This design comes from an exercise in tuning for small area and a short achievable clock period on the open sky130 flow, not from production work.
No functional check of the RTL was part of any run shown here.
Power figures rest on the tool's default switching activity, not on a simulated workload.

<file path="flow/design.v">
module REGFILE (
    input  wire          CLK,
    input  wire          RSTN,
    input  wire          WE,
    input  wire [4:0]    WA,
    input  wire [31:0]   DI,
    output wire [1023:0] Q,         
    output wire [31:0]   VALID,     
    output wire [31:0]   CONSIG,
    output wire [31:0]   CONSIG_D    
);
    reg [31:0] r31;
    reg [30:0] valid;
    reg [31*32-1:0] rf;
    wire [31:0] wdec = WE ? (32'd1 << WA) : 32'd0;
    integer w;
    always @(posedge CLK) begin
        for (w = 0; w < 31; w = w + 1)
            if (wdec[w]) rf[w*32 +: 32] <= DI;
    end
    always @(posedge CLK or negedge RSTN) begin
        if (!RSTN) begin
            valid <= 31'd0;
            r31   <= 32'd0;
        end else begin
            valid <= valid | wdec[30:0];
            if (wdec[31]) r31 <= DI;
        end
    end
    assign Q      = {r31, rf};
    assign VALID  = {1'b1, valid};
    assign CONSIG = r31;
    assign CONSIG_D = wdec[31] ? DI : r31;
endmodule
module RFREAD (
    input  wire [32:0]      S,
    input  wire [33*32-1:0] D,
    output reg  [31:0]      Y
);
    integer k;
    always @(*) begin
        Y = 32'd0;
        for (k = 0; k < 33; k = k + 1)
            Y = Y | ({32{S[k]}} & D[k*32 +: 32]);
    end
endmodule
module OPMUX (
    input  wire [31:0] E,
    input  wire        S,
    input  wire [31:0] L,
    output wire [31:0] Y
);
    assign Y = E | ({32{S}} & L);
endmodule
module ADD32SK (
    input  wire [31:0] a,
    input  wire [31:0] b,
    input  wire        ci,
    output wire [31:0] s
);
    wire [31:0] p = a ^ b;
    wire [31:0] g0 = a & b;
    wire [31:0] g = {g0[31:1], g0[0] | (p[0] & ci)};
    reg  [31:0] G, P;
    integer l, i, j;
    always @(*) begin
        G = g; P = p;
        for (l = 0; l < 5; l = l + 1)
            for (i = 0; i < 32; i = i + 1)
                if (i[l]) begin
                    j = ((i >> l) << l) - 1;
                    G[i] = G[i] | (P[i] & G[j]);
                    P[i] = P[i] & P[j];
                end
    end
    assign s = p ^ {G[30:0], ci};
endmodule
module RISC_TOY (
    input  wire        CLK,
    input  wire        RSTN,
    output wire        IREQ,
    output wire [29:0] IADDR,
    input  wire [31:0] INSTR,
    output wire        DREQ,
    output wire [1:0]  DRW,
    output wire [29:0] DADDR,
    output wire [31:0] DWDATA,
    output wire [31:0] CONSIG,
    output wire [31:0] CONSIG_D,
    input  wire [31:0] DRDATA
);
    reg [31:0] PC, PC_ID;
    reg        jump_d;               
    reg [31:0] RD1_EX, RD2_EX, IMM_EX;
    reg        RW_EX, DREQ_EX, LD_EX;                    
    reg        BAL_EX, BZ_EX, BNZ_EX, BPOS_EX, BNEG_EX;   
    reg        DRW0_EX, LDRES_EX, LINK_EX;
    reg [4:0]  RAC_EX;
    reg [3:0]  SA_EX, SB_EX;         
    reg [5:0]  SBB_EX;               
    reg        SHREG_EX;             
    reg [4:0]  SHIMM_EX;
    reg        OP_ADD, OP_SUB;
    reg [3:0]  LUT_EX;      
    reg        OP_SHL, OP_LSR, OP_ASR, OP_ROR, OP_PC;
    reg [31:0] ALU_MEM, RD2_MEM;
    reg        RW_MEM, DREQ_MEM;                         
    reg [1:0]  DRW_MEM;
    reg [4:0]  RAC_MEM;
    reg        LDRES_MEM, LINK_MEM;
    reg [31:0] WBVAL;
    reg        RW_WB;                                    
    reg [4:0]  RAC_WB;
    reg        LD_WB;
    wire [31:0] RESULT_WB = LD_WB ? DRDATA : WBVAL;
    wire [4:0] op = INSTR[31:27];
    wire [4:0] fa = INSTR[26:22];
    wire [4:0] fb = INSTR[21:17];
    wire [4:0] fc = INSTR[16:12];
    wire isADD  = op == 5'b00000;
    wire isADDI = op == 5'b00001;
    wire isSUB  = op == 5'b00010;
    wire isNEG  = op == 5'b00011;
    wire isNOT  = op == 5'b00100;
    wire isAND  = op == 5'b00101;
    wire isANDI = op == 5'b00110;
    wire isOR   = op == 5'b00111;
    wire isORI  = op == 5'b01000;
    wire isXOR  = op == 5'b01001;
    wire isLSR  = op == 5'b01010;
    wire isASR  = op == 5'b01011;
    wire isSHL  = op == 5'b01100;
    wire isROR  = op == 5'b01101;
    wire isMOVI = op == 5'b01110;
    wire isJ    = op == 5'b01111;
    wire isJL   = op == 5'b10000;
    wire isBR   = op == 5'b10001;
    wire isBRL  = op == 5'b10010;
    wire isST   = op == 5'b10011;
    wire isSTR  = op == 5'b10100;
    wire isLD   = op == 5'b10101;
    wire isLDR  = op == 5'b10110;
    wire isLDIP = op == 5'b10111;
    wire isSTIP = op == 5'b11000;
    wire regwrite = isADD | isADDI | isSUB | isNEG | isNOT | isAND | isANDI | isOR |
                    isORI | isXOR | isLSR | isASR | isSHL | isROR | isMOVI | isJL |
                    isBRL | isLD | isLDR;
    wire memreq   = isST | isSTR | isLD | isLDR | isLDIP | isSTIP;
    wire isload   = isLD | isLDR | isLDIP;                   
    wire drw0     = isLDIP | isSTIP;                         
    wire branch   = isBR | isBRL;
    wire jump     = isJ | isJL;
    wire pcrel    = isLDR | isSTR;
    wire useimm   = isADDI | isANDI | isORI | isMOVI | isJ | isJL | isST | isSTR |
                    isLD | isLDR | isLDIP | isSTIP;
    wire nn  = isNEG | isNOT;
    wire stx = isST | isSTR;
    function mA;    
        input [4:0] R;
        input nn_, str_;
        input [4:0] fb_, fc_;
        mA = ~str_ & (nn_ ? (fc_ == R) : (fb_ == R));
    endfunction
    function mB;    
        input [4:0] R;
        input nn_, stx_;
        input [4:0] fa_, fc_;
        mB = stx_ ? (fa_ == R) : (~nn_ & (fc_ == R));
    endfunction
    wire taken;
    wire flush = taken | jump_d;
    wire hz    = LD_EX & (RAC_EX != 5'd0) &
                 (mA(RAC_EX, nn, isSTR, fb, fc) | mB(RAC_EX, nn, stx, fa, fc));
    wire vld   = ~taken & ~jump_d & ~hz;     
    wire [31:0] sext17 = {{15{INSTR[16]}}, INSTR[16:0]};
    wire [31:0] zext17 = {15'd0, INSTR[16:0]};
    wire [31:0] sext22 = {{10{INSTR[21]}}, INSTR[21:0]};
    wire [31:0] zext22 = {10'd0, INSTR[21:0]};
    wire [31:0] P4_ID  = PC_ID + 32'd4;
    wire        tbase  = ~(INSTR[31] & INSTR[29]);
    wire [31:0] target;
    ADD32SK u_tadd (.a(tbase ? P4_ID : PC_ID), .b(sext22), .ci(1'b0), .s(target));
    reg [31:0] imm_ID;
    always @(*) begin
        if (jump)                      imm_ID = P4_ID;       
        else if (isBRL)                imm_ID = PC_ID;       
        else if (isST | isLD)          imm_ID = (fb == 5'b11111) ? zext17 : sext17;
        else if (isSTR | isLDR)        imm_ID = target;      
        else if (isLDIP | isSTIP)      imm_ID = zext22;
        else                           imm_ID = sext17;
    end
    wire [1023:0] rf_q;
    wire [31:0]   rf_valid;
    REGFILE u_rf (
        .CLK(CLK), .RSTN(RSTN),
        .WE(RW_WB), .WA(RAC_WB), .DI(RESULT_WB),
        .Q(rf_q), .VALID(rf_valid),
        .CONSIG(CONSIG), .CONSIG_D(CONSIG_D)
    );
    wire fwd1 = RW_WB & (RAC_WB != 5'd0) & mA(RAC_WB, nn, isSTR, fb, fc);
    wire fwd2 = RW_WB & (RAC_WB != 5'd0) & mB(RAC_WB, nn, stx, fa, fc);
    wire [31:0] decfa = 32'd1 << fa;
    wire [31:0] decfb = 32'd1 << fb;
    wire [31:0] decfc = 32'd1 << fc;
    wire [31:0] wbm   = RW_WB ? ((32'd1 << RAC_WB) & 32'hFFFFFFFE) : 32'd0;
    wire [31:0] rmask = rf_valid & ~wbm;
    wire [31:0] dec1  = (nn ? decfc : decfb) & rmask;
    wire [31:0] dec2  = (stx ? decfa : nn ? 32'd0 : decfc) & rmask;
    wire [32:0] sel1 = {fwd1, dec1};
    wire [32:0] sel2 = {fwd2, dec2};
    wire [31:0] RD1_ID, RD2_ID;
    RFREAD u_rd1 (.S(sel1), .D({RESULT_WB, rf_q}), .Y(RD1_ID));
    RFREAD u_rd2 (.S(sel2), .D({RESULT_WB, rf_q}), .Y(RD2_ID));
    wire fmA = RW_EX  & (RAC_EX  != 5'd0) & mA(RAC_EX,  nn, isSTR, fb, fc);
    wire fwA = RW_MEM & (RAC_MEM != 5'd0) & mA(RAC_MEM, nn, isSTR, fb, fc);
    wire fmB = RW_EX  & (RAC_EX  != 5'd0) & mB(RAC_EX,  nn, stx, fa, fc);
    wire fwB = RW_MEM & (RAC_MEM != 5'd0) & mB(RAC_MEM, nn, stx, fa, fc);
    wire zeroA = (fb == 5'b11111);
    wire [3:0] sa_ID = pcrel ? 4'b0000 :      
                       zeroA ? 4'b0000 :
                       fmA   ? 4'b0010 :
                       fwA   ? (LDRES_MEM ? 4'b1000 : 4'b0100) : 4'b0001;
    wire [3:0] sb_ID = fmB   ? 4'b0010 :
                       fwB   ? (LDRES_MEM ? 4'b1000 : 4'b0100) : 4'b0001;
    wire [31:0] A_EX;
    wire [31:0] PCp4 = PC + 32'd4;
    wire [31:0] pc_base = (hz & ~jump_d) ? PC : (jump & ~jump_d) ? target : PCp4;
    wire [31:0] pc_next = taken ? A_EX : pc_base;
    always @(posedge CLK or negedge RSTN) begin
        if (!RSTN) begin
            PC     <= 32'd0;
            PC_ID  <= 32'd0;
            jump_d <= 1'b0;
        end else begin
            PC     <= pc_next;
            PC_ID  <= flush ? 32'd0 : hz ? PC_ID : PC;
            jump_d <= jump & ~flush;
        end
    end
    assign IREQ  = RSTN ? 1'b1 : 1'b0;
    assign IADDR = PC[29:0];
    wire [2:0] bc = INSTR[2:0];
    always @(posedge CLK or negedge RSTN) begin
        if (!RSTN) begin
            RW_EX   <= 1'b0;
            DREQ_EX <= 1'b0;
            LD_EX   <= 1'b0;
            BAL_EX  <= 1'b0;
            BZ_EX   <= 1'b0;
            BNZ_EX  <= 1'b0;
            BPOS_EX <= 1'b0;
            BNEG_EX <= 1'b0;
        end else begin
            RW_EX   <= vld & regwrite;
            DREQ_EX <= vld & memreq;
            LD_EX   <= vld & isload;
            BAL_EX  <= vld & branch & (bc == 3'b001);
            BZ_EX   <= vld & branch & (bc == 3'b010);
            BNZ_EX  <= vld & branch & (bc == 3'b011);
            BPOS_EX <= vld & branch & (bc == 3'b100);
            BNEG_EX <= vld & branch & (bc == 3'b101);
        end
    end
    always @(posedge CLK) begin
        RD1_EX    <= RD1_ID;
        RD2_EX    <= RD2_ID;
        IMM_EX    <= imm_ID;
        RAC_EX    <= fa;
        DRW0_EX   <= drw0;
        LDRES_EX  <= isload;
        LINK_EX   <= isJL | isBRL;
        SA_EX     <= isNEG ? 4'b0000 : sa_ID;
        SB_EX     <= sb_ID;
        SBB_EX    <= isNEG ? {sa_ID[0], 1'b0, sa_ID[3:1], 1'b0} : useimm ? 6'b010000 : {2'b00, sb_ID};
        SHREG_EX  <= INSTR[5];
        SHIMM_EX  <= INSTR[4:0];
        OP_ADD    <= isADD | isADDI | isST | isSTR | isLD | isLDR;
        OP_SUB    <= isSUB | isNEG;
        LUT_EX    <= (isAND | isANDI)                     ? 4'b1000 :
                     (isOR | isORI)                       ? 4'b1110 :
                     isXOR                                ? 4'b0110 :
                     isNOT                                ? 4'b0011 :
                     (isMOVI | branch | isLDIP | isSTIP)  ? 4'b1010 : 4'b0000;
        OP_PC     <= isJL;      
        OP_SHL    <= isSHL;
        OP_LSR    <= isLSR;
        OP_ASR    <= isASR;
        OP_ROR    <= isROR;
    end
    wire [31:0] A_e  = ({32{SA_EX[0]}} & RD1_EX)  | ({32{SA_EX[1]}} & ALU_MEM) |
                       ({32{SA_EX[2]}} & WBVAL);
    wire [31:0] R2_e = ({32{SB_EX[0]}} & RD2_EX)  | ({32{SB_EX[1]}} & ALU_MEM) |
                       ({32{SB_EX[2]}} & WBVAL);
    wire [31:0] B_e  = ({32{SBB_EX[0]}} & RD2_EX)  | ({32{SBB_EX[1]}} & ALU_MEM) |
                       ({32{SBB_EX[2]}} & WBVAL)   | ({32{SBB_EX[4]}} & IMM_EX) |
                       ({32{SBB_EX[5]}} & RD1_EX);
    wire [31:0] A, R2, B;
    OPMUX u_opa (.E(A_e),  .S(SA_EX[3]),  .L(DRDATA), .Y(A));
    OPMUX u_opr (.E(R2_e), .S(SB_EX[3]),  .L(DRDATA), .Y(R2));
    OPMUX u_opb (.E(B_e),  .S(SBB_EX[3]), .L(DRDATA), .Y(B));
    assign A_EX = A;
    wire r2z = (R2 == 32'd0);
    assign taken = BAL_EX | (BZ_EX & r2z) | (BNZ_EX & ~r2z) |
                   (BPOS_EX & ~R2[31]) | (BNEG_EX & R2[31]);
    wire [31:0] Y   = B ^ {32{OP_SUB}};
    wire [31:0] SUM;
    ADD32SK u_sum (.a(A), .b(Y), .ci(OP_SUB), .s(SUM));
    wire [4:0] sh = SHREG_EX ? R2[4:0] : SHIMM_EX;
    function [31:0] rev32;
        input [31:0] v;
        integer i;
        begin
            for (i = 0; i < 32; i = i + 1) rev32[i] = v[31-i];
        end
    endfunction
    wire [31:0] SX = OP_SHL ? rev32(A) : A;
    wire [31:0] RR = (({SX, SX}) >> sh);
    wire [31:0] MK = (32'hFFFFFFFF >> sh) | {32{OP_ROR}};    
    wire [31:0] T  = RR & MK;
    wire [31:0] SHR = T | ({32{OP_ASR & A[31]}} & ~MK);
    reg [31:0] LOGIC;
    integer li;
    always @(*) for (li = 0; li < 32; li = li + 1) LOGIC[li] = LUT_EX[{A[li], B[li]}];
    wire [31:0] alu =
        ({32{OP_ADD | OP_SUB}} & SUM) |
        LOGIC |
        ({32{OP_PC}}    & PC) |
        ({32{OP_SHL}}   & rev32(T)) |
        ({32{OP_LSR | OP_ASR | OP_ROR}} & SHR) |
        32'd0;
    always @(posedge CLK or negedge RSTN) begin
        if (!RSTN) begin
            RW_MEM   <= 1'b0;
            DREQ_MEM <= 1'b0;
        end else begin
            RW_MEM   <= RW_EX;
            DREQ_MEM <= DREQ_EX;
        end
    end
    always @(posedge CLK) begin
        ALU_MEM   <= alu;
        RD2_MEM   <= LINK_EX ? IMM_EX : R2;    
        DRW_MEM   <= {LD_EX, DRW0_EX};
        RAC_MEM   <= RAC_EX;
        LDRES_MEM <= LDRES_EX;
        LINK_MEM  <= LINK_EX;
    end
    assign DREQ   = DREQ_MEM;
    assign DRW    = DRW_MEM;
    assign DADDR  = ALU_MEM[29:0];
    assign DWDATA = RD2_MEM;
    always @(posedge CLK or negedge RSTN) begin
        if (!RSTN) RW_WB <= 1'b0;
        else       RW_WB <= RW_MEM;
    end
    always @(posedge CLK) begin
        WBVAL  <= LINK_MEM ? RD2_MEM : ALU_MEM;
        RAC_WB <= RAC_MEM;
        LD_WB  <= LDRES_MEM;
    end
endmodule
module MAC10 (
    input  wire [9:0] acc,
    input  wire [3:0] a,
    input  wire [3:0] b,
    output wire [9:0] s
);
    wire t1 = acc[3] ^ (a[1] & b[2]);
    wire t2 = acc[3] & (a[1] & b[2]);
    wire t3 = acc[4] ^ (a[2] & b[2]) ^ ~(a[3] & b[1]);
    wire t4 = (acc[4] & (a[2] & b[2])) | (acc[4] & ~(a[3] & b[1])) | ((a[2] & b[2]) & ~(a[3] & b[1]));
    wire t5 = acc[2] ^ (a[0] & b[2]);
    wire t6 = acc[2] & (a[0] & b[2]);
    wire t7 = (a[2] & b[1]) ^ ~(a[3] & b[0]) ^ ~(a[0] & b[3]);
    wire t8 = ((a[2] & b[1]) & ~(a[3] & b[0])) | ((a[2] & b[1]) & ~(a[0] & b[3])) | (~(a[3] & b[0]) & ~(a[0] & b[3]));
    wire t9 = ~(a[1] & b[3]) ^ 1'b1 ^ t3;
    wire t10 = (~(a[1] & b[3]) & 1'b1) | (~(a[1] & b[3]) & t3) | (1'b1 & t3);
    wire t11 = acc[5] ^ ~(a[3] & b[2]) ^ ~(a[2] & b[3]);
    wire t12 = (acc[5] & ~(a[3] & b[2])) | (acc[5] & ~(a[2] & b[3])) | (~(a[3] & b[2]) & ~(a[2] & b[3]));
    wire t13 = acc[1] ^ (a[0] & b[1]);
    wire t14 = acc[1] & (a[0] & b[1]);
    wire t15 = (a[1] & b[1]) ^ (a[2] & b[0]) ^ t5;
    wire t16 = ((a[1] & b[1]) & (a[2] & b[0])) | ((a[1] & b[1]) & t5) | ((a[2] & b[0]) & t5);
    wire t17 = t1 ^ t7 ^ t6;
    wire t18 = (t1 & t7) | (t1 & t6) | (t7 & t6);
    wire t19 = t2 ^ t9 ^ t8;
    wire t20 = (t2 & t9) | (t2 & t8) | (t9 & t8);
    wire t21 = t4 ^ t11 ^ t10;
    wire t22 = (t4 & t11) | (t4 & t10) | (t11 & t10);
    wire t23 = acc[6] ^ (a[3] & b[3]) ^ t12;
    wire t24 = (acc[6] & (a[3] & b[3])) | (acc[6] & t12) | ((a[3] & b[3]) & t12);
    wire t25 = acc[7] ^ 1'b1;
    wire t26 = acc[7] & 1'b1;
    wire t27 = acc[8] ^ 1'b1;
    wire t28 = acc[8] & 1'b1;
    wire t29 = acc[9] ^ 1'b1;
    wire t30 = acc[9] & 1'b1;
    wire [9:0] x = {t29, t27, t25, t23, t21, t19, t17, t15, (a[1] & b[0]), acc[0]};
    wire [9:0] y = {t28, t26, t24, t22, t20, t18, t16, t14, t13, (a[0] & b[0])};
    wire [10:0] c; assign c[0] = 1'b0;
    genvar i; generate for (i = 0; i < 10; i = i + 1) begin : g
        assign s[i] = x[i] ^ y[i] ^ c[i];
        assign c[i+1] = (x[i] & y[i]) | (x[i] & c[i]) | (y[i] & c[i]);
    end endgenerate
endmodule
module CUSTOM_IP (
    input  wire        CLK,
    input  wire        RSTN,
    input  wire [31:0] IPIN,
    input  wire [31:0] CON,
    input  wire [31:0] CON_D,    
    output wire [31:0] IPOUT
);
    wire start_bit = CON[2];
    wire is_3x3    = CON[0];
    wire init_bit  = CON[1];
    reg        receiving_enable, computing_enable;
    reg [2:0]  cnt;
    reg [13:0] exec_oh;       
    reg        clr_mac, update_ready;
    reg [1:0]  mac_enable;
    reg        last_start_bit;
    reg        zrows;
    reg [15:0] buf0, buf1, buf2, buf3, buf4, buf5, buf6, buf7;
    wire start_evt = start_bit & ~last_start_bit & ~receiving_enable & ~computing_enable;
    always @(posedge CLK or negedge RSTN) begin
        if (!RSTN) begin
            receiving_enable <= 1'b0;
            computing_enable <= 1'b0;
            cnt              <= 3'd0;
            exec_oh          <= 14'd1;
            clr_mac          <= 1'b0;
            update_ready     <= 1'b0;
            mac_enable       <= 2'b00;
            last_start_bit   <= 1'b0;
            zrows            <= 1'b0;
        end else begin
            last_start_bit <= start_bit;
            if (init_bit) begin
                receiving_enable <= 1'b0;
                computing_enable <= 1'b0;
                cnt              <= 3'd0;
                exec_oh          <= 14'd1;
            end
            if (start_evt) begin
                receiving_enable <= 1'b1;
                cnt              <= 3'd1;
                zrows            <= 1'b0;
            end else if (receiving_enable) begin
                if (cnt == 3'd7) begin
                    receiving_enable <= 1'b0;
                    cnt              <= 3'd0;
                    computing_enable <= 1'b1;
                    exec_oh          <= 14'd1;
                    if (init_bit) zrows <= 1'b1;
                end else begin
                    cnt <= cnt + 3'd1;
                end
            end
            if (computing_enable && !init_bit) begin
                exec_oh <= {exec_oh[12:0], 1'b0};
                if (exec_oh[0]) begin
                    clr_mac      <= 1'b1;
                    update_ready <= 1'b1;
                    mac_enable   <= is_3x3 ? 2'b01 : 2'b11;
                end else if (exec_oh[1]) begin
                    clr_mac <= 1'b0;
                end else if (exec_oh[13]) begin
                    computing_enable <= 1'b0;
                    update_ready     <= 1'b0;
                    mac_enable       <= 2'b00;
                    exec_oh          <= 14'd1;
                end
            end else if (init_bit) begin
                clr_mac      <= 1'b1;
                update_ready <= 1'b1;
                mac_enable   <= is_3x3 ? 2'b01 : 2'b11;
            end else begin
                clr_mac      <= 1'b0;
                update_ready <= 1'b0;
                mac_enable   <= 2'b00;
            end
        end
    end
    wire [15:0] wdata = (is_3x3 && receiving_enable && (cnt == 3'd3 || cnt == 3'd7)) ? 16'd0 : IPIN[15:0];
    wire [7:0]  wrow  = start_evt ? 8'd1 : receiving_enable ? (8'd1 << cnt) : 8'd0;
    always @(posedge CLK) begin
        if (wrow[0]) buf0 <= wdata;
        if (wrow[1]) buf1 <= wdata;
        if (wrow[2]) buf2 <= wdata;
        if (wrow[3]) buf3 <= wdata;
        if (wrow[4]) buf4 <= wdata;
        if (wrow[5]) buf5 <= wdata;
        if (wrow[6]) buf6 <= wdata;
        if (wrow[7]) buf7 <= wdata;
    end
    wire [15:0] row [0:7];
    assign row[0] = buf0;
    assign row[1] = buf1;
    assign row[2] = buf2;
    assign row[3] = buf3;
    assign row[4] = buf4;
    assign row[5] = buf5;
    assign row[6] = buf6;
    assign row[7] = buf7;
    wire [13:0] d = exec_oh;
    reg [3:0] a_in_row [0:3];
    reg [3:0] b_in_col [0:3];
    integer r, c, t;
    always @(*) begin
        for (r = 0; r < 4; r = r + 1) begin
            a_in_row[r] = 4'd0;
            for (t = 0; t < 4; t = t + 1)
                if (d[r + t + 2] && !zrows && !(is_3x3 && (r == 3 || t == 3)))
                    a_in_row[r] = a_in_row[r] | row[r][t*4 +: 4];
        end
        for (c = 0; c < 4; c = c + 1) begin
            b_in_col[c] = 4'd0;
            for (t = 0; t < 4; t = t + 1)
                if (d[c + t + 2] && !(zrows && t != 3) && !(is_3x3 && c == 3))
                    b_in_col[c] = b_in_col[c] | row[4 + t][c*4 +: 4];
        end
    end
    reg  [63:0]  a_q, b_q;
    reg  [159:0] acc_q;
    reg  [1:0]   gvalid;
    wire [63:0]  pa, pb;
    wire [15:0]  en;
    wire [159:0] acc_d;
    genvar gi, gj;
    generate
        for (gi = 0; gi < 4; gi = gi + 1) begin : g_i
            for (gj = 0; gj < 4; gj = gj + 1) begin : g_j
                localparam integer N = gi * 4 + gj;
                wire [9:0] macs;
                assign en[N] = (gi == 3 || gj == 3) ? mac_enable[1] : mac_enable[0];
                if (gj == 0) begin : g_a0
                    assign pa[N*4 +: 4] = a_in_row[gi];
                end else begin : g_a1
                    assign pa[N*4 +: 4] = a_q[(N-1)*4 +: 4];
                end
                if (gi == 0) begin : g_b0
                    assign pb[N*4 +: 4] = b_in_col[gj];
                end else begin : g_b1
                    assign pb[N*4 +: 4] = b_q[(N-4)*4 +: 4];
                end
                MAC10 u_mac (.acc(acc_q[N*10 +: 10]), .a(pa[N*4 +: 4]), .b(pb[N*4 +: 4]), .s(macs));
                assign acc_d[N*10 +: 10] = clr_mac ? 10'd0 : macs;
            end
        end
    endgenerate
    reg  [1:0] flush;
    always @(posedge CLK or negedge RSTN) begin
        if (!RSTN)               flush <= 2'd3;
        else if (flush != 2'd0)  flush <= flush - 2'd1;
    end
    wire fl = (flush != 2'd0);
    integer m;
    always @(posedge CLK) begin
        for (m = 0; m < 16; m = m + 1)
            if (en[m] | fl) begin
                a_q[m*4 +: 4] <= pa[m*4 +: 4];
                b_q[m*4 +: 4] <= pb[m*4 +: 4];
            end
    end
    integer q;
    always @(posedge CLK) begin
        for (q = 0; q < 16; q = q + 1)
            if (en[q] & update_ready) acc_q[q*10 +: 10] <= acc_d[q*10 +: 10];
    end
    always @(posedge CLK or negedge RSTN) begin
        if (!RSTN) gvalid <= 2'b00;
        else       gvalid <= gvalid | (mac_enable & {2{update_ready & clr_mac}});
    end
    wire [1:0]  gvalid_d = gvalid | (mac_enable & {2{update_ready & clr_mac}});
    wire [3:0]  sel_d    = {CON_D[7:6], CON_D[5:4]};
    wire        selg_d   = (CON_D[7:6] == 2'd3) | (CON_D[5:4] == 2'd3);
    wire        on_d     = CON_D[8] & gvalid_d[selg_d];
    reg  [15:0] rsel;
    always @(posedge CLK or negedge RSTN) begin
        if (!RSTN) rsel <= 16'd0;
        else       rsel <= on_d ? (16'd1 << sel_d) : 16'd0;
    end
    reg [9:0] cval;
    integer s;
    always @(*) begin
        cval = 10'd0;
        for (s = 0; s < 16; s = s + 1)
            cval = cval | ({10{rsel[s]}} & acc_q[s*10 +: 10]);
    end
    assign IPOUT = {{22{cval[9]}}, cval};
endmodule
module RISC_TOY_SYS (
    input  wire          CLK,
    input  wire          RSTN,
    output wire          IREQ,
    output wire [29:0]   IADDR,
    input  wire [31:0]   INSTR,
    output wire          DREQ,
    output wire [1:0]    DRW,
    output wire [29:0]   DADDR,
    output wire [31:0]   DWDATA,
    input  wire [31:0]   DRDATA,
    output wire [31:0]   CONSIG,
    input  wire [31:0]   IPIN,
    output wire [31:0]   IPOUT
);
    wire [31:0] consig_d;    
    RISC_TOY u_core (
        .CLK    (CLK),
        .RSTN   (RSTN),
        .IREQ   (IREQ),
        .IADDR  (IADDR),
        .INSTR  (INSTR),
        .DREQ   (DREQ),
        .DRW    (DRW),
        .DADDR  (DADDR),
        .DWDATA (DWDATA),
        .CONSIG (CONSIG),
        .CONSIG_D (consig_d),
        .DRDATA (DRDATA)
    );
    CUSTOM_IP u_ip (
        .CLK    (CLK),
        .RSTN   (RSTN),
        .IPIN   (IPIN),
        .CON    (CONSIG),
        .CON_D  (consig_d),
        .IPOUT  (IPOUT)
    );
endmodule
</file>
<file path="flow/flow/run.sh">
#!/bin/bash
# Own flow for RISC_TOY_SYS. Runs in the standard flow's work folder (design.v,
# config.mk, standard.sh, synth_recipe.tcl, flow/, out/).
#  1. design_gl.v: design.v with two combinational modules replaced by
#     gate-level ones (flow/gen_gl.py): the register file's read selector
#     (RFREAD, an a222oi AND-OR tree) and the EX operand selector's last
#     gate (OPMUX, a21o). They have no registers, so the registers are the
#     standard synthesis's.
#  2. Synthesis is synth_recipe.tcl with the ABC pass called through a Tcl
#     proc (same arguments; the script is flow/abc.script if present).
#  3. the standard layout (standard.sh) with small port buffers
#     (buf_2) instead of buffer_ports' default delay cells, and repair_timing
#     aimed below the clock period (the SDC is unchanged); clock tree
#     synthesis without dummy loads; RSTN and IREQ pins side by side
#     (flow/io.tcl).
# Each tool's output goes to a log file of its own here.
set -euo pipefail
W=$(pwd)
python3 flow/gen_gl.py "$W/rfread_gl.v" > gen_gl.log 2>&1
python3 - "$W/design.v" "$W/rfread_gl.v" "$W/design_gl.v" > design_gl.log 2>&1 <<'PY'
import re, sys
src = open(sys.argv[1]).read()
gl = open(sys.argv[2]).read()
for m in ("RFREAD", "OPMUX"):
    pat = re.compile(r"\bmodule\s+" + m + r"\b.*?\bendmodule\b", re.S)
    assert len(pat.findall(src)) == 1, m + " not found exactly once"
    src = pat.sub("", src)
open(sys.argv[3], "w").write(src + "\n" + gl)
print("design_gl.v written")
PY
# ABC: ORFS's script, or flow/abc.script when there is one
if [[ -f flow/abc.script ]]; then
  ABCP="set i [lsearch \$args -script]; if {\$i >= 0} { lset args [expr {\$i+1}] $W/flow/abc.script }; "
else
  ABCP=""
fi
{
  echo 'proc synth {args} { yosys synth -nofsm -noshare {*}$args }'
  echo "proc abc {args} { ${ABCP}yosys abc {*}\$args }"
  tail -n +2 synth_recipe.tcl
} > my_synth.tcl
bash standard.sh \
  "VERILOG_FILES=$W/design_gl.v" \
  "SYNTH_SCRIPT=$W/my_synth.tcl" \
  "BUFFER_PORTS_ARGS=-buffer_cell sky130_fd_sc_hd__buf_2" \
  "SETUP_SLACK_MARGIN=8.4" \
  "IO_CONSTRAINTS=$W/flow/io.tcl" \
  "CTS_ARGS=-sink_clustering_enable -repair_clock_nets -sink_clustering_size 14 -sink_clustering_max_diameter 80 -buf_list sky130_fd_sc_hd__clkbuf_8 -dont_use_dummy_load" \
  finish > standard_flow.log 2>&1
</file>
<file path="flow/flow/gen_gl.py">
#!/usr/bin/env python3
"""Writes gate-level (sky130hd cells) versions of two RTL modules, used by
flow/run.sh in place of the RTL ones:
  RFREAD (rtl/model.v): 33-way one-hot AND-OR, 32 bits (a222oi tree);
  OPMUX (rtl/stage_EX.v): Y = E | (S & L), 32 bits (one a21o per bit)."""
import sys
P = "sky130_fd_sc_hd__"
NT, W = 33, 32
o = ["// Generated by flow/gen_gl.py for the own flow.",
     "module RFREAD (S, D, Y);",
     f"  input [{NT-1}:0] S;",
     f"  input [{NT*W-1}:0] D;",
     f"  output [{W-1}:0] Y;"]
for b in range(W):
    o.append(f"  wire [10:0] n{b};")
    o.append(f"  wire [2:0] p{b};")
    for g in range(11):
        t = [3*g, 3*g+1, 3*g+2]
        o.append(f"  {P}a222oi_1 a{b}_{g} (.A1(S[{t[0]}]), .A2(D[{t[0]*W+b}]), .B1(S[{t[1]}]), .B2(D[{t[1]*W+b}]), .C1(S[{t[2]}]), .C2(D[{t[2]*W+b}]), .Y(n{b}[{g}]));")
    o.append(f"  {P}nand4_1 q{b}_0 (.A(n{b}[0]), .B(n{b}[1]), .C(n{b}[2]), .D(n{b}[3]), .Y(p{b}[0]));")
    o.append(f"  {P}nand4_1 q{b}_1 (.A(n{b}[4]), .B(n{b}[5]), .C(n{b}[6]), .D(n{b}[7]), .Y(p{b}[1]));")
    o.append(f"  {P}nand3_1 q{b}_2 (.A(n{b}[8]), .B(n{b}[9]), .C(n{b}[10]), .Y(p{b}[2]));")
    o.append(f"  {P}or3_1 r{b} (.A(p{b}[0]), .B(p{b}[1]), .C(p{b}[2]), .X(Y[{b}]));")
o.append("endmodule")
o += ["module OPMUX (E, S, L, Y);",
      "  input [31:0] E;", "  input S;", "  input [31:0] L;", "  output [31:0] Y;"]
for b in range(32):
    o.append(f"  {P}a21o_1 m{b} (.A1(S), .A2(L[{b}]), .B1(E[{b}]), .X(Y[{b}]));")
o.append("endmodule")
open(sys.argv[1], "w").write("\n".join(o) + "\n")
</file>
<file path="flow/flow/io.tcl">
# Keep RSTN and IREQ (IREQ = RSTN through the two port buffers) side by side.
set_io_pin_constraint -pin_names {RSTN IREQ} -group -order
</file>
<file path="flow/standard.sh">
#!/bin/bash
# synth_recipe.tcl (not shown) runs the flow's synth.tcl, then flattens the netlist and writes it again
# the make line also repeats each setting of config.mk as NAME=value (left out here)
make -C /OpenROAD-flow-scripts/flow DESIGN_CONFIG=/design/flow/config.mk WORK_HOME=/design/flow/orfs CLKGATE_MAP_FILE= SYNTH_SCRIPT=/design/flow/synth_recipe.tcl "${@:-finish}"
</file>
<file path="flow/config.mk">
export PLATFORM = sky130hd
export DESIGN_NAME = RISC_TOY_SYS
export DESIGN_NICKNAME = RISC_TOY_SYS
export VERILOG_FILES = /design/flow/design.v
export SDC_FILE = /design/flow/constraint.sdc
export NUM_CORES = 8
export LEC_CHECK = 0
export CAP_MARGIN = 20
export CORE_MARGIN = 2
export CORE_UTILIZATION = 55
export CTS_BUF_LIST = sky130_fd_sc_hd__clkbuf_8
export CTS_CLUSTER_DIAMETER = 80
export CTS_CLUSTER_SIZE = 14
export SETUP_SLACK_MARGIN = 0.2
export SLEW_MARGIN = 20
</file>
<file path="flow/constraint.sdc">
create_clock -name core_clock -period 14.0 [get_ports {CLK}]
set_input_delay 2.8000 -clock core_clock [delete_from_list [all_inputs] [get_ports {CLK}]]
set_output_delay 2.8000 -clock core_clock [all_outputs]
set_load 0.01 [all_outputs]
</file>
==> results of run 1 <==
==> sequential cells by signal (all words and copies together), names as in the netlist, 31 cells and up <==
name	flops
u_ip.acc_q	160
u_ip.b_q	48
u_ip.a_q	48
u_core.u_rf.rf	992
u_core.RD2_EX	32
u_core.PC	32
u_core.IMM_EX	32
u_core.ALU_MEM	32
u_core.u_rf.r31	32
u_core.RD1_EX	32
u_core.PC_ID	32
u_core.WBVAL	32
u_core.u_rf.valid	31
u_core.RD2_MEM	32
==> final cells by class <==
type,instances,area (sq um)
fill,12948,65100
clock buffer,153,2110
tap,2175,2720
inverter,374,1410
sequential,1805,50900
multi-input combinational,4406,37400
antenna,41,103
timing repair buffer,453,3150
==> per-layer routing <==
metal | up-vias | global-route usage (%) | routed length [microns]
met2 | 5514 | 59.7 | 152000
met5 | - | 0 | 75
met4 | 8 | 25.4 | 25600
met3 | 895 | 9.98 | 46100
met1 | 34986 | 54.6 | 128000
li1 | 28301 | - | -
==> per-stage QoR <==
stage	total power [uW]	worst slack (ns)	hold slack (ns)	util (%)
4_1_cts	15600	8.19	0.340	59.4
2_1_floorplan	10900	8.30	0.310	-
6_report	15800	8.19	0.338	60.0
5_1_grt	16500	8.18	0.352	60.0
3_5_place_dp	12900	6.89	0.314	57.9
3_3_place_gp	12800	6.90	0.311	57.9
==> cell families after synthesis <==
kind of cell,after synthesis,synth area share (%)
muxes,306,4.17
AOI/OAI and AO/OA,1755,16.2
xor gates and xnor gates,209,2.03
DFF,1805,56.4
and+or+nand+nor,1716,9.49
buffers and inverters,771,3.77
adders and majority gates,414,7.96
==> Yosys cell counts, drive strengths merged (31+ instances only) <==
| master | instances |
|---|---|
| xnor2 | 96 |
| nand3 | 147 |
| buf | 157 |
| mux2i | 104 |
| a22o | 81 |
| mux4 | 39 |
| edfxtp | 1376 |
| a31oi | 36 |
| nor2b | 143 |
| nand2b | 39 |
| a21oi | 180 |
| a221oi | 73 |
| nor2 | 413 |
| dfxtp | 246 |
| clkbuf | 240 |
| fa | 266 |
| nand4 | 162 |
| nor4 | 32 |
| or2 | 34 |
| nor3 | 78 |
| a211oi | 31 |
| and3 | 32 |
| inv | 374 |
| xor2 | 113 |
| a222oi | 826 |
| a22oi | 86 |
| nand2 | 378 |
| a21o | 121 |
| o21ai | 173 |
| ha | 148 |
| mux2 | 163 |
| and2 | 154 |
| dfrtp | 180 |
| or3 | 73 |
==> path summary, 6_finish.rpt <==
check	start	endpoint	depth (start not counted)
worst min-delay path	u_core.LDRES_EX	u_core.LDRES_MEM	0
worst max register to register	u_ip.exec_oh[4]	u_ip.acc_q[49]	18
min in group asynchronous	RSTN	u_core.u_rf.r31[15]	1
worst max-delay path	RSTN	IREQ	2
max in group asynchronous	RSTN	u_core.PC[0]	4
worst min register to register	u_core.LDRES_EX	u_core.LDRES_MEM	0
==> cells in the final DEF, fill, tap and decap left out, drive strengths merged, types with 143 or more instances in the layout <==
cell type | Yosys | routed
a21oi | 180 | 180
a222oi | 826 | 826
and2 | 154 | 154
buf | 157 | 446
clkbuf | 240 | 158
dfrtp | 180 | 180
dfxtp | 246 | 246
edfxtp | 1376 | 1376
fa | 266 | 266
ha | 148 | 148
inv | 374 | 373
mux2 | 163 | 163
nand2 | 378 | 378
nand3 | 147 | 147
nand4 | 162 | 163
nor2 | 413 | 417
nor2b | 143 | 143
o21ai | 173 | 173
==> report_power, final <==
part | switching [uW] | total (uW) | internal, uW
sequential | 977 | 7880 | 6900
combinational | 3200 | 5200 | 2000
clock | 1720 | 2690 | 975
total | 5890 | 15800 | 9870
==> timing repair <==
item                                   in CTS  in global routing
gates cloned                                3                  8
setup endpoints to repair                 124                101
pin swaps                                  11                 53
endpoints found under the hold margin       0                  0
setup buffers                               5                 35
resized for setup                          69                116
==> flow_summary_export.csv, run 1 <==
group,metric,value,unit
floorplanning,die_w,409,microns
cells_and_area,syn_to_final_growth,8.34,%
routing,drt_iter0_markers,14940,
timing,tns,0,ns
timing,slew_headroom,13.9,%
floorplanning,io_pins,258,
power,power_density,161,mW/mm^2
synthesis,syn-cell-area,0.0902,sq mm
synthesis,ys_types,84,
synthesis,synth_top_cells_by_area,"edfxtp_1 46%, a222oi_1 9.2%, fa_1 5.9%, dfxtp_1 5.5%, dfrtp_1 5.0%",
run,maxCapViolations,0,
synthesis,ys_warn_count,6,
floorplanning,fp.coreArea,0.163,sq mm
placement,dp_hpwl,227000,microns
cells_and_area,nNetsFinal,7705,
setup_path,timing_worst_setup_path_type,"in2out",
floorplanning,start_util,55.4,%
setup_path,crit_required,11.20,ns
synthesis,yosys.area.top_type,"edfxtp_1",
routing,drc,0,
routing,num_vias,69704,
setup_path,cp_slowest_cell,"buf_6",
routing,drtPass1Iterations,15,
floorplanning,die_height,409,microns
setup_path,cp_num_buf_inv,2,
synthesis,async_flop_share,10.1,%
cells_and_area,drive_gt1_share,15.2,%
global_routing,antenna_found_initial,34,
placement,io_buffers,241,
setup_path,critPathLaunchType,"primary input",
cells_and_area,stdcell_area,0.0977,sq mm
placement,place_inst,9159,
setup_path,path_delay_family,"buffers and inverters",
worst_hold_path,hp-class,"reg2reg",
synthesis,syn_nets,7488,
routing,vias_per_cell,7.41,
clock_tree,clk_path_buf_depth,3,
clock_tree,clock_sinks,1805,
placement,placed_cell_area,0.0943,sq mm
setup_path,worstPathArrival,3.01,ns
global_routing,grt_usage,40.7,%
floorplanning,dieArea,0.167,sq mm
placement,gp_congestion,1.00,
timing,period_share,41.5,%
global_routing,grt_start_max_net_pins,73,
timing,fin_crit,5.81,ns
run_status,outcome,"complete, no violations",
clock_tree,holdBufCountCts,0,
clock_tree,clk_pin_slew,0.09,ns
floorplanning,row_count,148,
synthesis,ys_seq_area_share,56.4,%
synthesis,synth-main-ff-cell,"edfxtp_1",
global_routing,grt_pass1_wl,486000,microns
clock_tree,cts_tree,"yes",
timing,rsz0062_at_grt,"true",
global_routing,overflow,0,
routing,wirelength,352000,microns
clock_tree,cts-root-buf,"clkbuf_8",
routing,postRouteAntennaNets,0,
setup_path,critPathCaptureType,"output port",
synthesis,synth-edff-count,1376,
timing,tightestPinTransition,1.28,ns
setup_path,path_cells,"buf_16 > buf_6",
synthesis,netlist_instances,6976,
clock_tree,numCtsBuffers,153,
timing,drv_slew,0,
setup_path,critPathMaxStageDelay,0.11,ns
power,vdd_drop_max,0.127,mV
synthesis,synth_top_area_share,45.8,%
global_routing,grt_pass1_vias,65607,
clock_tree,insertion_delay,1.01,ns
setup_path,crit_path_max_fanout,4,
timing,fmax,172,MHz
clock_tree,ctsHtreeMaxLevel,4,
setup_path,r2r_slack,8.41,ns
timing,setup_viol,0,
cells_and_area,final_cell_count_no_fill,9407,
power,cellLeakagePower,0.0360,uW
synthesis,ys_ff_latch,1805,
synthesis,syn-mean-instance-area,12.9,sq um
timing,hold_viol,0,
routing,wl_per_cell,37.4,microns
timing,skew,0.143,ns
==> run 2, diff against run 1 <==
--- a/flow/design.v
+++ b/flow/design.v
@@ -299,9 +299,10 @@
     OPMUX u_opr (.E(R2_e), .S(SB_EX[3]),  .L(DRDATA), .Y(R2));
     OPMUX u_opb (.E(B_e),  .S(SBB_EX[3]), .L(DRDATA), .Y(B));
     assign A_EX = A;
-    wire r2z = (R2 == 32'd0);
+    wire r2z = (R2_e == 32'd0) & (~SB_EX[3] | (DRDATA == 32'd0));
+    wire r2s = R2_e[31] | (SB_EX[3] & DRDATA[31]);
     assign taken = BAL_EX | (BZ_EX & r2z) | (BNZ_EX & ~r2z) |
-                   (BPOS_EX & ~R2[31]) | (BNEG_EX & R2[31]);
+                   (BPOS_EX & ~r2s) | (BNEG_EX & r2s);
     wire [31:0] Y   = B ^ {32{OP_SUB}};
     wire [31:0] SUM;
     ADD32SK u_sum (.a(A), .b(Y), .ci(OP_SUB), .s(SUM));
==> run 2 against run 1 <==
Compared with the run above: synthesized area grew 0.36%; critical endpoint unchanged; first-iteration DRC count up 2.5%; routed wire length up 0.85%; critical path depth unchanged; cell area is essentially flat; total power down 1.3%; utilization fell by 0.091 points.
==> flow_summary_export.csv, run 2 <==
group,metric,value,unit
run_status,outcome,"complete, no violations",
clock_tree,cts-root-buf,"clkbuf_8",
synthesis,ys_ff_latch,1805,
setup_path,path_depth,2,
setup_path,path_cells,"buf_16 > buf_6",
power,swShare,37.6,%
routing,drtPass1Iterations,15,
setup_path,timing_worst_setup_path_type,"in2out",
cells_and_area,drive_gt1_share,14.7,%
global_routing,grt_util_met2,60.3,%
synthesis,synth-main-ff-cell,"edfxtp_1",
power,cellLeakagePower,0.0364,uW
synthesis,ys_seq_area_share,56.2,%
synthesis,synth-edff-count,1376,
floorplanning,start_util,55.5,%
global_routing,grt_pass1_wl,493000,microns
setup_path,critPathLaunchType,"primary input",
cells_and_area,syn_to_final_growth,8.03,%
timing,slew_headroom,16.2,%
clock_tree,clk_path_buf_depth,3,
routing,num_vias,70313,
synthesis,yosys.cell_count.top_type,"edfxtp_1",
cells_and_area,nNetsFinal,7752,
timing,skew,0.122,ns
clock_tree,cts_tree,"yes",
setup_path,crit_path_max_fanout,3,
floorplanning,dieArea,0.168,sq mm
cells_and_area,final_cell_count_no_fill,9452,
timing,hold_viol,0,
setup_path,r2r-end,"u_ip.acc_q[29]",
clock_tree,ctsHtreeMaxLevel,4,
timing,setup_viol,0,
synthesis,ys_warn_count,6,
global_routing,use_met1,55.2,%
global_routing,overflow,0,
clock_tree,insertion_delay,1.00,ns
power,internal_power,9720,uW
global_routing,grt_start_max_net_pins,83,
clock_tree,numCtsBuffers,152,
setup_path,endpoint,"IREQ",
timing,tns,0,ns
routing,wirelength,355000,microns
floorplanning,die_height,410,microns
timing,rsz0062_at_grt,"true",
power,clockPowerShare,17.3,%
setup_path,cp_num_buf_inv,2,
routing,vias_per_cell,7.44,
setup_path,r2r_slack,8.59,ns
synthesis,syn-mean-instance-area,12.9,sq um
synthesis,netlist_instances,7024,
global_routing,grt.busiest_layer,"met2",
floorplanning,die_w,410,microns
routing,drt_iter0_markers,15320,
timing,tightestPinTransition,1.26,ns
synthesis,yosys.area.top_type,"edfxtp_1",
synthesis,ys_types,83,
synthesis,synth_top_area_share,45.6,%
clock_tree,holdBufCountCts,0,
routing,postRouteAntennaNets,0,
power,power_frac_comb,32.4,%
routing,wl_per_cell,37.5,microns
placement,dp_hpwl,229000,microns
setup_path,path_delay_family,"buffers and inverters",
cells_and_area,largest_reg_flops,992,
worst_hold_path,hp-class,"reg2reg",
clock_tree,clk_pin_slew,0.09,ns
global_routing,grt_usage,41.2,%
timing,fmax,172,MHz
synthesis,syn_nets,7537,
power,seqPwrFrac,50.3,%
floorplanning,io_pins,258,
synthesis,synth_top_cells_by_area,"edfxtp_1 46%, a222oi_1 9.1%, fa_1 5.9%, dfxtp_1 5.4%, dfrtp_1 5.0%",
setup_path,cp_slowest_cell,"buf_6",
global_routing,antenna_found_initial,49,
setup_path,crit_required,11.20,ns
synthesis,synth_commonest_cells,"1376 x edfxtp_1, 824 x a222oi_1, 434 x nand2_1, 395 x inv_1, 334 x nor2_1",
floorplanning,fp.coreArea,0.163,sq mm
power,p_switching,5840,uW
setup_path,critPathMaxStageDelay,0.11,ns
placement,io_buffers,241,
cells_and_area,fin_util,59.9,%
synthesis,async_flop_share,10.1,%
placement,place_inst,9211,
power,vdd_drop_max,0.131,mV
cells_and_area,mostFrequentLayoutCells,"1376 x edfxtp_1, 824 x a222oi_1, 432 x nand2_1",
setup_path,worstPathArrival,3.01,ns
clock_tree,clock_sinks,1805,
timing,fin_crit,5.81,ns
setup_path,reg2reg_depth,20,
synthesis,syn-cell-area,0.0905,sq mm
setup_path,critPathCaptureType,"output port",
timing,period_share,41.5,%
global_routing,met3_usage,10.4,%
floorplanning,row_count,148,
power,power_density,159,mW/mm^2
setup_path,r2r_start,"u_ip.exec_oh[4]",
routing,drc,0,
cells_and_area,reg.largest.list,"u_core.u_rf.rf: 992 flops, u_ip.acc_q: 160 flops",
run,maxCapViolations,0,
cells_and_area,final_common_cell,"edfxtp_1",
global_routing,grt_pass1_vias,66382,
placement,gp_congestion,1.06,
timing,drv_slew,0,
cells_and_area,max_flop_register,"u_core.u_rf.rf",
setup_path,crit_start,"RSTN",
==> run 2: worst min path at each step <==
stage | from | endpoint | slack, ns | depth (start not counted)
final | u_core.LDRES_EX | u_core.LDRES_MEM | 0.35 | 0
after global routing | u_core.LDRES_EX | u_core.LDRES_MEM | 0.37 | 0
after detailed placement | u_core.LDRES_EX | u_core.LDRES_MEM | 0.31 | 0
after CTS | u_core.LDRES_EX | u_core.LDRES_MEM | 0.35 | 0
after global placement | u_core.LDRES_EX | u_core.LDRES_MEM | 0.32 | 0
after floorplan | u_core.DRW0_EX | u_core.DRW_MEM[0] | 0.31 | 0
==> run 2: cell families after synthesis <==
kind of cell | after synthesis | share of synthesized area, %
AO/OA/AOI/OAI | 1786 | 16.3
XOR/XNOR | 195 | 1.90
adder cells (fa/ha/maj) | 415 | 7.94
buffers and inverters | 793 | 3.83
flip-flops | 1805 | 56.2
multiplexers | 328 | 4.47
AND/OR/NAND/NOR | 1702 | 9.41
==> run 2: worst register-to-register path, cell delays in order (launching register included) <==
cell	delay, ns
dfrtp_2	0.47
buf_4	0.22
a222oi_1	0.43
o21ai_2	0.22
buf_4	0.20
and2_1	0.15
ha_1	0.31
fa_1	0.40
inv_1	0.08
fa_1	0.18
fa_1	0.17
inv_1	0.05
fa_1	0.39
fa_1	0.41
fa_1	0.42
fa_1	0.40
inv_1	0.09
fa_1	0.19
xor2_1	0.21
xnor2_1	0.14
nor2_1	0.05
==> run 2: final cells by class <==
cell class,instances,area (sq um)
multi-input combinational,4428,37500
tap,2175,2720
antenna,40,100
timing repair buffer,456,3040
fill,13178,65400
inverter,396,1500
clock buffer,152,2090
sequential,1805,50900
==> run 2: what timing repair did <==
item	in CTS	in global routing
pin swaps	9	27
gates resized for setup	61	63
endpoints found under the setup margin	154	134
buffers inserted	22	21
gates cloned	4	0
==> run 2: power by group through the flow <==
stage                     sequential, uW  combinational, uW  clock, uW
after floorplan                     7320               3380          0
after global placement              7880               4710          0
after detailed placement            7880               4850          0
after CTS                           7760               4910       2710
after global routing                7850               5500       2890
final                               7830               5030       2690
==> run 2: per-stage QoR <==
step | hold slack, ns | instance area, sq um | power (uW) | setup WS [ns]
after floorplan | 0.310 | 91000 | 10700 | 8.26
after global placement | 0.316 | 94600 | 12600 | 6.86
after detailed placement | 0.315 | 94600 | 12700 | 6.94
after CTS | 0.351 | 97200 | 15400 | 8.19
after global routing | 0.365 | 97700 | 16200 | 8.18
final | 0.348 | 97800 | 15600 | 8.19
==> run 2: metal layers <==
metal,share of wire [%],up-vias
met5,0.042,-
met4,7.2,12
met3,13,973
met2,43,5492
met1,36,35385
li1,-,28451

[static timing again, ports no longer ideal]
How much do the figures lean on ideal ports? The routed layouts below were timed once more, with nothing changed but the port constraints. Step 1 sets driving cells, clkbuf_16 on the clock port and buf_2 on the other inputs (assumed; they add their load-dependent delay and slew). Step 2, shift: input delay + t, output delay - t, t = (earliest + latest rising clock arrival at the registers) / 2. This alone moves slack from input paths to output paths. a / b / c = no drivers / after step 1 / after step 2; a / b = the first two.
| run | t (ns) | slack for setup (ns) | hold slack, ns |
|---|---|---|---|
| run 1 | 1.041 | 8.187 / 7.932 / 7.259 | 0.338 / 0.338 / 0.338 |
| run 2 | 1.034 | 8.189 / 7.889 / 7.226 | 0.348 / 0.348 / 0.348 |
After both steps every run listed still meets setup and hold. The setup slack of run 2, which loses most, moves by -0.300 ns with the drivers and by -0.963 ns with both steps.
